This is an optimization exercise on Yosys and OpenROAD, whose aim is small area and a short achievable clock period, not a production implementation. The RTL was checked by simulation tests, not by an equivalence proof against the original design. Power is estimated from default activity; no workload was simulated.

==> design.v <==
`timescale 1ns / 1ps
module test1 (clk, reset, num_input, cal_input, enter, ans);
    input clk;
    input reset;
    input num_input;
    input cal_input;
    input enter;
    output [7:0] ans;
    reg [7:0] ans;           
    reg rst_q, num_q, cal_q, ent_q;
    reg [3:0] cnt;           
    reg [7:0] tmp_num, tmp_cal, index_cal;
    reg [7:0] ns [0:15];     
    reg [7:0] cs [0:15];     
    reg busy, clr, ment;     
    reg [2:0] left;          
    reg [1:0] step;          
    reg x8;                  
    wire ready  = (cnt == 4'd15);
    wire accept = rst_q & ready & ~(num_q & cal_q & ent_q);
    wire k_num  = accept & ~num_q;
    wire k_cal  = accept & num_q & ~cal_q;
    wire k_ent  = accept & num_q & cal_q;
    wire num_nz = |tmp_num;
    wire cal_nz = |tmp_cal;
    wire idx_nz = |index_cal;
    wire [7:0] a  = ns[0];
    wire [7:0] b  = ns[1];
    wire [7:0] op = cs[0];
    wire is_add = (op == 8'd2);
    wire is_sub = (op == 8'd3);
    wire is_mul = (op == 8'd4);
    wire is_div = (op == 8'd5);
    wire run    = busy & ~clr;
    wire cond   = idx_nz & (left != 3'd0) & (ment | (op >= tmp_cal));
    wire red0   = run & (step == 2'd0) & cond;    
    wire redm   = run & (step == 2'd1);
    wire redl   = run & (step == 2'd2);           
    wire finish = run & (step == 2'd0) & ~cond;
    wire inv = is_sub | is_div;
    wire [7:0] ai = inv ? ~a : a;
    wire [2:0] xb = {x8, b[7], b[6]};
    reg  [7:0] r [0:3];
    reg  [2:0] q;
    reg  [8:0] s;
    reg  [8:0] t;
    reg        en;
    integer j;
    always @* begin
        r[0] = ans;
        for (j = 0; j < 3; j = j + 1) begin
            t  = {r[j], xb[2-j] & ~is_mul};
            en = is_div | (is_mul & xb[2-j]) | ((is_add | is_sub) & redl & (j == 2));
            s  = {1'b0, t[7:0]} + {1'b0, en ? ai : 8'd0} + {8'd0, en & inv};
            q[2-j] = t[8] | s[8];
            r[j+1] = (is_div & ~q[2-j]) ? t[7:0] : s[7:0];
        end
    end
    wire [7:0] quo = {b[4:0], q};
    wire [7:0] res = is_div ? quo : (is_add | is_sub | is_mul) ? r[3] : a;
    wire push_n = (k_cal | k_ent) & num_nz;
    wire push_c = (k_ent & ~num_nz & cal_nz) | (finish & ~ment);
    wire pop    = redl | clr | ~rst_q;
    integer i;
    always @(posedge clk) begin
        rst_q <= reset;
        num_q <= num_input;
        cal_q <= cal_input;
        ent_q <= enter;
        if (push_n) begin
            for (i = 15; i > 0; i = i - 1) ns[i] <= ns[i-1];
            ns[0] <= tmp_num;
        end else if (pop) begin
            for (i = 1; i < 15; i = i + 1) ns[i] <= ns[i+1];
            ns[15] <= 8'd0;
            ns[0] <= clr ? 8'd0 : res;
        end else if (red0 | redm) begin
            ns[1] <= {b[4:0], q};
        end
        if (push_c) begin
            for (i = 15; i > 0; i = i - 1) cs[i] <= cs[i-1];
            cs[0] <= tmp_cal;
        end else if (pop) begin
            for (i = 0; i < 15; i = i + 1) cs[i] <= cs[i+1];
            cs[15] <= 8'd0;
        end
        x8 <= (red0 | redm) ? b[5] : 1'b0;
        if (~rst_q) begin
            cnt <= 4'd0;
            tmp_num <= 8'd0;
            tmp_cal <= 8'd0;
            index_cal <= 8'd0;
            ans <= 8'd0;
            busy <= 1'b1;
            clr <= 1'b1;
            ment <= 1'b0;
            left <= 3'd0;
            step <= 2'd0;
        end else begin
            if (accept) cnt <= 4'd0;
            else if (!ready) cnt <= cnt + 4'd1;
            if (clr) begin
                if (cnt == 4'd14) begin
                    clr <= 1'b0;
                    busy <= 1'b0;
                end
            end else if (k_num) begin
                tmp_num <= tmp_num + 8'd1;
                if (cal_nz) begin
                    busy <= 1'b1;
                    ment <= 1'b0;
                    left <= 3'd3;
                    step <= 2'd0;
                    ans <= 8'd0;
                end else begin
                    ans <= tmp_num + 8'd1;
                end
            end else if (k_cal) begin
                if (num_nz) tmp_num <= 8'd0;
                tmp_cal <= tmp_cal + 8'd1;
                ans <= tmp_cal + 8'd1;
            end else if (k_ent) begin
                if (num_nz) begin
                    tmp_num <= 8'd0;
                end else if (cal_nz) begin
                    tmp_cal <= 8'd0;
                    index_cal <= index_cal + 8'd1;
                end else begin
                    busy <= 1'b1;
                    ment <= 1'b1;
                    left <= 3'd4;
                    step <= 2'd0;
                    ans <= 8'd0;
                end
            end else if (finish) begin
                busy <= 1'b0;
                if (ment) begin
                    ans <= a;
                end else begin
                    ans <= tmp_num;
                    tmp_cal <= 8'd0;
                    index_cal <= index_cal + 8'd1;
                end
            end else if (red0 | redm) begin
                ans <= r[3];
                step <= step + 2'd1;
            end else if (redl) begin
                ans <= 8'd0;
                step <= 2'd0;
                left <= left - 3'd1;
                index_cal <= index_cal - 8'd1;
            end
        end
    end
endmodule
==> run.sh <==
#!/bin/bash
# synth_recipe.tcl (not shown) runs the flow's synth.tcl, then flattens the netlist and writes it again
# the make line also repeats each setting of config.mk as NAME=value (left out here)
make -C /OpenROAD-flow-scripts/flow DESIGN_CONFIG=/design/flow/config.mk WORK_HOME=/design/flow/orfs CLKGATE_MAP_FILE= SYNTH_SCRIPT=/design/flow/synth_recipe.tcl finish
==> config.mk <==
export PLATFORM = sky130hd
export DESIGN_NAME = test1
export DESIGN_NICKNAME = test1
export VERILOG_FILES = /design/flow/design.v
export SDC_FILE = /design/flow/constraint.sdc
export NUM_CORES = 4
export LEC_CHECK = 0
export CAP_MARGIN = 20
export CORE_MARGIN = 2
export CORE_UTILIZATION = 25
export SLEW_MARGIN = 20
==> constraint.sdc <==
create_clock -name core_clock -period 45.0 [get_ports {clk}]
set_input_delay 9.0000 -clock core_clock [delete_from_list [all_inputs] [get_ports {clk}]]
set_output_delay 9.0000 -clock core_clock [all_outputs]
set_load 0.01 [all_outputs]
==> flow_metrics.tcl <==
set metrics [dict create \
    status "complete, no violations" \
    cp_max_fo 6 \
    drtIter0Drc 1000 \
    cp-end-kind "output port" \
    fin_tns_setup_ns 0 \
    worst_hold_path_type "reg -> reg" \
    mostFrequentLayoutCells "edfxtp_1 (256), mux2_2 (221), nor2_1 (91)" \
    yosysTopAreaCell "edfxtp_1" \
    final_common_cell "edfxtp_1" \
    final_nets 1341 \
    h-tree-depth 2 \
    max_stage_delay_ns 0.65 \
    syn-instance-count 1289 \
    synthSimpleGateAreaFrac_pct 10.6 \
    wl_um 34700 \
    num_antenna_cells 0 \
    cts_resized 0 \
    power_density_nw_per_um2 33.8 \
    final_antenna_net_count 0 \
    reg2reg_to "ans[2]" \
    period_needed_ns 10.68 \
    ys_top_cells_by_area "edfxtp_1 (49%), mux2_2 (16%), dfxtp_1 (6.2%)" \
    grt_first_pass_wirelength_um 55300 \
    dp_hpwl_um 24000 \
    syn_nets 1341 \
    maxCapViolations 0 \
    dr.pass1.iters 5 \
    dp_cells 2097 \
    cp.required_ns 36.00 \
    hold_slack_ns 0.466 \
    fmax_ghz 0.0936 \
    fin_crit_sh_pct 23.7 \
    dieHeight_um 256 \
    initial_utilization_pct 25.2 \
    drive_gt1_share_pct 23.4 \
    viasPerCell 4.70 \
    fin_area_um2 18200 \
    avgSynthCellArea_um2 12.3 \
    antenna_found_initial 0 \
    cp_top_family "buffers and inverters" \
    tritoncts "built" \
    hold_viol 0 \
    skew_ns 0.0350 \
    rsz0062_at_grt "no" \
    holdCritStartpoint "left[2]" \
    slowest_stage "clkdlybuf4s50_1" \
    crit_type "reg -> out" \
    final-seq-area_um2 8670 \
    r2r-start "cs[0][5]" \
    drc_errors 0 \
    syn_area_um2 15800 \
    die_w_um 256 \
    gp_congestion 0.899 \
    ys_types 70 \
    clock_latency_ns 0.56 \
    crit_arrival_ns 1.68 \
    final_util_pct 28.9 \
    startpoint_type "flip-flop" \
    place_ws_ns 34.90 \
    synth-async-reset-ratio_pct 0 \
    rrSetupSlack_ns 35.50 \
    ys_ff_latch 305 \
    power.total_mw 0.615 \
    final-instance-count-excl-fill 2160 \
    grt_pass1_vias 9907 \
    post-cts-setup-buffer-count 0 \
    slew_headroom_pct 22.0 \
    cts.reportedPaths.clkPinSlew_ns 0.07 \
    critical_path_buf_inv_count 1 \
    nFillCells 6435 \
    rr_worst_depth 26 \
    area_growth_pct 14.8 \
    setup_viol 0 \
    wl_per_cell_um 16.0 \
    yosys_warnings 4 \
    synth-compound-area-share_pct 8.81 \
    report.final.slew_viol_count 0 \
    multi_input_area_um2 6810 \
    cts_hold_buf 0 \
    via_count 10155 \
    power.leakage_nw 7.25 \
    cts_num_sinks 305 \
    grt_max_degree 97 \
    grt_overflow 0 \
    ys.flop_type "edfxtp_1" \
    cts_buffer_depth 3 \
    seq_area_frac_synth_pct 54.7 \
    synth_top_family_by_area "multiplexers" \
    core_region_area_um2 62900 \
    synth_top_area_share_pct 48.5 \
    rows 92 \
    numPortBuffers 12 \
    ir_drop_mv 0.0243 \
    synth_fa_ha_area_share_pct 4.00 \
    min_to "left[2]" \
    die_area_um2 65400 \
    placed_area_um2 16900 \
    crit_chain "clkdlybuf4s50_1" \
    grtUsageTotal_pct 10.4 \
    cts-root-buf "clkbuf_16" \
    worstMarginPinSlew_ns 1.16 \
    numCtsBuffers 36 \
    setup_slack_ns 34.32 \
    yosys.area_share.xor_xnor_pct 2.27 \
    synthMuxAreaShare_pct 17.0 \
    ios 13 \
    holdPathStages 2 \
    synth-edff-count 256 \
]
-- routing by layer --
layer	GRT usage (%)	vias to the layer above	part of all wire, %
met3	2.30	59	5.8
li1	-	4875	-
met5	0	-	0
met2	15.7	257	44
met1	14.5	4964	48
met4	3.85	0	2.7
-- power breakdown --
| group | total (mW) | internal, mW | switching [mW] | leakage (nW) |
|---|---|---|---|---|
| clock | 0.310 | 0.189 | 0.121 | 0.614 |
| combinational | 0.00229 | 0.000875 | 0.00142 | 3.08 |
| sequential | 0.303 | 0.302 | 0.000870 | 3.56 |
| total | 0.615 | 0.492 | 0.123 | 7.25 |
-- cells in the mapped netlist, types with 6 or more instances --
master / n
fa_1: 6
a22o_1: 6
dfxtp_1: 49
nor3_1: 27
a21oi_1: 45
o21a_1: 7
a21o_1: 9
o2111ai_1: 6
nor2_1: 92
a211oi_1: 13
or3_1: 15
clkbuf_1: 56
o31ai_1: 7
mux2_2: 221
nor4_1: 6
nand4_1: 12
or2_2: 9
nand3_1: 20
o211ai_1: 9
edfxtp_1: 256
nor3b_1: 6
nor2b_1: 13
mux2i_1: 21
nand2_1: 70
ha_1: 41
a31oi_1: 14
and2_1: 6
inv_1: 45
xor2_1: 17
nand2b_1: 14
xnor2_1: 24
and3_1: 23
o21ai_0: 67
-- flip-flops by register name (all words and copies together), names as in the netlist --
name and flops:
ans 8, busy 1, cal_q 1, clr 1, cnt 4, cs 128
ent_q 1, index_cal 8, left 3, ment 1, ns 128, num_q 1
rst_q 1, step 2, tmp_cal 8, tmp_num 8, x8 1
-- cells by family after synthesis --
| group | after synthesis |
|---|---|
| and+or+nand+nor | 331 |
| muxes | 242 |
| adders and majority gates | 47 |
| DFF | 305 |
| AOI/OAI and AO/OA | 217 |
| xor gates and xnor gates | 41 |
| buffers and inverters | 106 |
-- worst max path at each step --
stage,to,start,cells past startpoint
2_1_floorplan,ns[1][0],cnt[0],6
3_3_place_gp,ans[6],ans[6],1
3_5_place_dp,ans[6],ans[6],1
4_1_cts,ans[6],ans[6],1
5_1_grt,ans[6],ans[6],1
6_report,ans[6],ans[6],1
-- cell type report --
type | instances | share of cell area (%)
Timing Repair Buffer | 22 | 1.09
Multi-Input combinational cell | 878 | 37.5
Clock inverter | 13 | 1.44
Tap cell | 846 | 5.82
Clock buffer | 50 | 5.57
Inverter | 46 | 0.950
Sequential cell | 305 | 47.7

==> afterwards: timing with drivers on the ports <==
In the flow no input, the clock included, has a driving cell. The finished layout below was timed again as built, in two steps. Step 1: set_driving_cell puts a clkbuf_16 on clk and a buf_2 on each other input, an assumption about the parent block. Step 2, shift: input delay + t, output delay - t, t = (earliest + latest rising clock arrival at the registers) / 2. This alone moves slack from input paths to output paths. Slacks: no drivers / after step 1 / after step 2; pairs: no drivers / after step 1.
t (ns): 0.599
setup WS [ns]: 34.317 / 34.265 / 34.864
cell pins on the clock port's net: 1
After both steps this run still meets setup and hold. The setup slack of this run moves by -0.052 ns with the drivers and by +0.547 ns with both steps.
